Background: an optimization exercise with open tools, aiming at small area and a short achievable clock period. Do not read the settings as production practice. At most, simulation tests tie the RTL to the original design; equivalence was not proved. The clock port is modelled as an ideal driver, which makes a skipped or thinned clock tree look cheaper than it is; a real chip needs a root buffer or a tree.

==> module nibble_mem, before the edit <==
module nibble_mem (
    input  wire        clk,
    input  wire        rst_n,    
    input  wire [3:0]  din,
    input  wire        store,
    input  wire        next,
    input  wire        prev,
    output wire [3:0]  dout,
    output reg  [5:0]  addr
);
    reg store_ff1, store_ff2;
    reg next_ff1,  next_ff2;
    reg prev_ff1,  prev_ff2;
    wire store_p = store_ff1 & ~store_ff2;
    wire next_p  = next_ff1  & ~next_ff2;
    wire prev_p  = prev_ff1  & ~prev_ff2;
    reg up;      
    reg dn;      
    reg wr;      
    reg hold;    
    reg step;    
    reg dir;     
    always @(posedge clk or negedge rst_n) begin
        if (!rst_n) begin
            store_ff1 <= 1'b0; store_ff2 <= 1'b0;
            next_ff1  <= 1'b0; next_ff2  <= 1'b0;
            prev_ff1  <= 1'b0; prev_ff2  <= 1'b0;
            up <= 1'b0;
            dn <= 1'b0;
            wr <= 1'b0;
            hold <= 1'b1;
            step <= 1'b0;
            dir  <= 1'b0;
        end else begin
            store_ff1 <= store; store_ff2 <= store_ff1;
            next_ff1  <= next;  next_ff2  <= next_ff1;
            prev_ff1  <= prev;  prev_ff2  <= prev_ff1;
            up <= store_p | next_p;
            dn <= prev_p & ~(store_p | next_p);
            wr <= store_p;
            hold <= ~(store_p | next_p | prev_p);
            step <= store_p | next_p | prev_p;
            if (store_p | next_p)
                dir <= 1'b1;
            else if (prev_p)
                dir <= 1'b0;
        end
    end
    wire [5:0] addr_inc, addr_dec;
    genvar b;
    generate
        for (b = 0; b < 6; b = b + 1) begin : g_step
            if (b == 0) begin : g_lsb
                assign addr_inc[b] = ~addr[b];
                assign addr_dec[b] = ~addr[b];
            end else begin : g_bit
                assign addr_inc[b] = addr[b] ^ (&addr[b-1:0]);
                assign addr_dec[b] = addr[b] ^ ~(|addr[b-1:0]);
            end
        end
    endgenerate
    always @(posedge clk or negedge rst_n) begin
        if (!rst_n)
            addr <= 6'd0;
        else if (step)
            addr <= dir ? addr_inc : addr_dec;
    end
    reg       par;
    reg [3:0] pos [0:63];
    wire [3:0] pv  = {4{par}};
    wire [3:0] x0  = pos[0] ^ pv;             
    wire [3:0] d1  = pos[1] ^ pv;             
    wire [3:0] d63 = pos[63] ^ pv;            
    wire [3:0] w63 = (wr ? din : pos[0]) ^ pv;
    wire [3:0] src_up [0:63];    
    wire [3:0] src_dn [0:63];    
    genvar j;
    generate
        for (j = 1; j < 63; j = j + 1) begin : g_src
            assign src_up[j] = pos[j+1];
        end
        for (j = 2; j < 64; j = j + 1) begin : g_srd
            assign src_dn[j] = pos[j-1];
        end
    endgenerate
    assign src_up[63] = w63;
    assign src_dn[1]  = x0;
    assign src_up[0]  = 4'd0;    
    assign src_dn[0]  = 4'd0;    
    integer i;
    always @(posedge clk or negedge rst_n) begin
        if (!rst_n) begin
            par <= 1'b0;
            for (i = 0; i < 64; i = i + 1)
                pos[i] <= 4'd0;
        end else begin
            par <= ~par;
            pos[0] <= up ? d1 : dn ? d63 : pos[0];
            for (i = 1; i < 64; i = i + 1)
                pos[i] <= ~((pos[i] & {4{hold}}) | (src_up[i] & {4{up}}) | (src_dn[i] & {4{dn}}));
        end
    end
    assign dout = pos[0];
endmodule
Settings: LEC_CHECK=0, CAP_MARGIN=20, CORE_MARGIN=2, CORE_UTILIZATION=35, CTS_CLUSTER_DIAMETER=100, CTS_CLUSTER_SIZE=30, SETUP_SLACK_MARGIN=2.3, SLEW_MARGIN=20; clock period 4.0 ns.
standard.sh (not shown) runs the stock make flow with config.mk's settings and CLKGATE_MAP_FILE= SYNTH_SCRIPT=/design/flow/synth_recipe.tcl, a recipe that flattens the netlist after the stock synthesis.
==> flow/flow/run.sh <==
#!/bin/bash
# Layout flow: the standard ORFS flow (standard synthesis unchanged), with
#  - plain buffers (buf_2) on the ports instead of the default port buffer choice,
#  - resizing not restricted to the same cell footprint,
#  - CTS without dummy loads and with larger sink clusters,
#  - after CTS, a shorter clock tree, the same for every register: the clock
#    root buffer is removed and each first-level clock buffer is split in two,
#    so the clock port drives 4 first-level clock buffers directly
#    (rmroot.tcl, splitmid.tcl).
# Each tool run writes its full output to a log file in this folder.
set -euo pipefail
export BUFFER_PORTS_ARGS="-buffer_cell sky130_fd_sc_hd__buf_2"
export CTS_ARGS="-sink_clustering_enable -repair_clock_nets -dont_use_dummy_load -sink_clustering_size 30 -sink_clustering_max_diameter 100"
R=orfs/results/sky130hd/nibble_mem/base
bash standard.sh MATCH_CELL_FOOTPRINT=0 cts > make_cts.log 2>&1
ODB_IN=$R/4_cts.odb ODB_OUT=$R/4_cts.odb openroad -no_init -exit flow/rmroot.tcl > rmroot.log 2>&1
ODB_IN=$R/4_cts.odb ODB_OUT=$R/4_cts.odb openroad -no_init -exit flow/splitmid.tcl > splitmid.log 2>&1
bash standard.sh MATCH_CELL_FOOTPRINT=0 finish > make_finish.log 2>&1
Other scripts of this flow, unchanged in this note and not shown: flow/flow/rmroot.tcl, flow/flow/splitmid.tcl
The starting point went through all stages and came out clean.
Then changed:
--- a/flow/design.v
+++ b/flow/design.v
@@ -15,37 +15,29 @@
     wire next_p  = next_ff1  & ~next_ff2;
     wire prev_p  = prev_ff1  & ~prev_ff2;
     reg up;      
     reg dn;      
     reg wr;      
-    reg hold;    
-    reg step;    
-    reg dir;     
+    reg mv;      
+    wire hold = ~mv;
     always @(posedge clk or negedge rst_n) begin
         if (!rst_n) begin
             store_ff1 <= 1'b0; store_ff2 <= 1'b0;
             next_ff1  <= 1'b0; next_ff2  <= 1'b0;
             prev_ff1  <= 1'b0; prev_ff2  <= 1'b0;
             up <= 1'b0;
             dn <= 1'b0;
             wr <= 1'b0;
-            hold <= 1'b1;
-            step <= 1'b0;
-            dir  <= 1'b0;
+            mv <= 1'b0;
         end else begin
             store_ff1 <= store; store_ff2 <= store_ff1;
             next_ff1  <= next;  next_ff2  <= next_ff1;
             prev_ff1  <= prev;  prev_ff2  <= prev_ff1;
             up <= store_p | next_p;
             dn <= prev_p & ~(store_p | next_p);
             wr <= store_p;
-            hold <= ~(store_p | next_p | prev_p);
-            step <= store_p | next_p | prev_p;
-            if (store_p | next_p)
-                dir <= 1'b1;
-            else if (prev_p)
-                dir <= 1'b0;
+            mv <= store_p | next_p | prev_p;
         end
     end
     wire [5:0] addr_inc, addr_dec;
     genvar b;
     generate
@@ -60,12 +52,12 @@
         end
     endgenerate
     always @(posedge clk or negedge rst_n) begin
         if (!rst_n)
             addr <= 6'd0;
-        else if (step)
-            addr <= dir ? addr_inc : addr_dec;
+        else if (mv)
+            addr <= up ? addr_inc : addr_dec;
     end
     reg       par;
     reg [3:0] pos [0:63];
     wire [3:0] pv  = {4{par}};
     wire [3:0] x0  = pos[0] ^ pv;             
Result: Critical path depth is unchanged. Wire length rose by 3.8%. Synthesized area falls by about 2.1%. Core utilization rises by 0.56 points. Clock skew grows by 0.048 ns. Worst setup slack loses 0.0040 ns.
Function not checked in the second run of this note: the RTL went through the layout flow alone.

-- re-timing with driven ports --
The results above use ideal ports. As a check the final layouts listed here were re-extracted and re-timed, cells and wires unchanged.
Step 1, drivers: a clkbuf_16 drives clk and a buf_2 each remaining input, both assumed.
Step 2 also shifts input and output timing later by t, the mid clock arrival at the registers, as if the neighbouring blocks saw the same clock.
a / b / c = ideal ports / drivers / drivers and shift; a / b = the first two.
run | t (ns) | slack for setup (ns) | latest minus earliest clock arrival (ns)
the first run | 0.391 | 2.320 / 2.221 / 2.313 | 0.041 / 0.041
the second run | 0.362 | 2.316 / 2.229 / 2.184 | 0.089 / 0.089
After both steps setup and hold are still met in every run listed. For the second run, which loses most, drivers alone change the setup slack by -0.087 ns; drivers and shift together by -0.132 ns. Setup slack includes reset recovery checks.
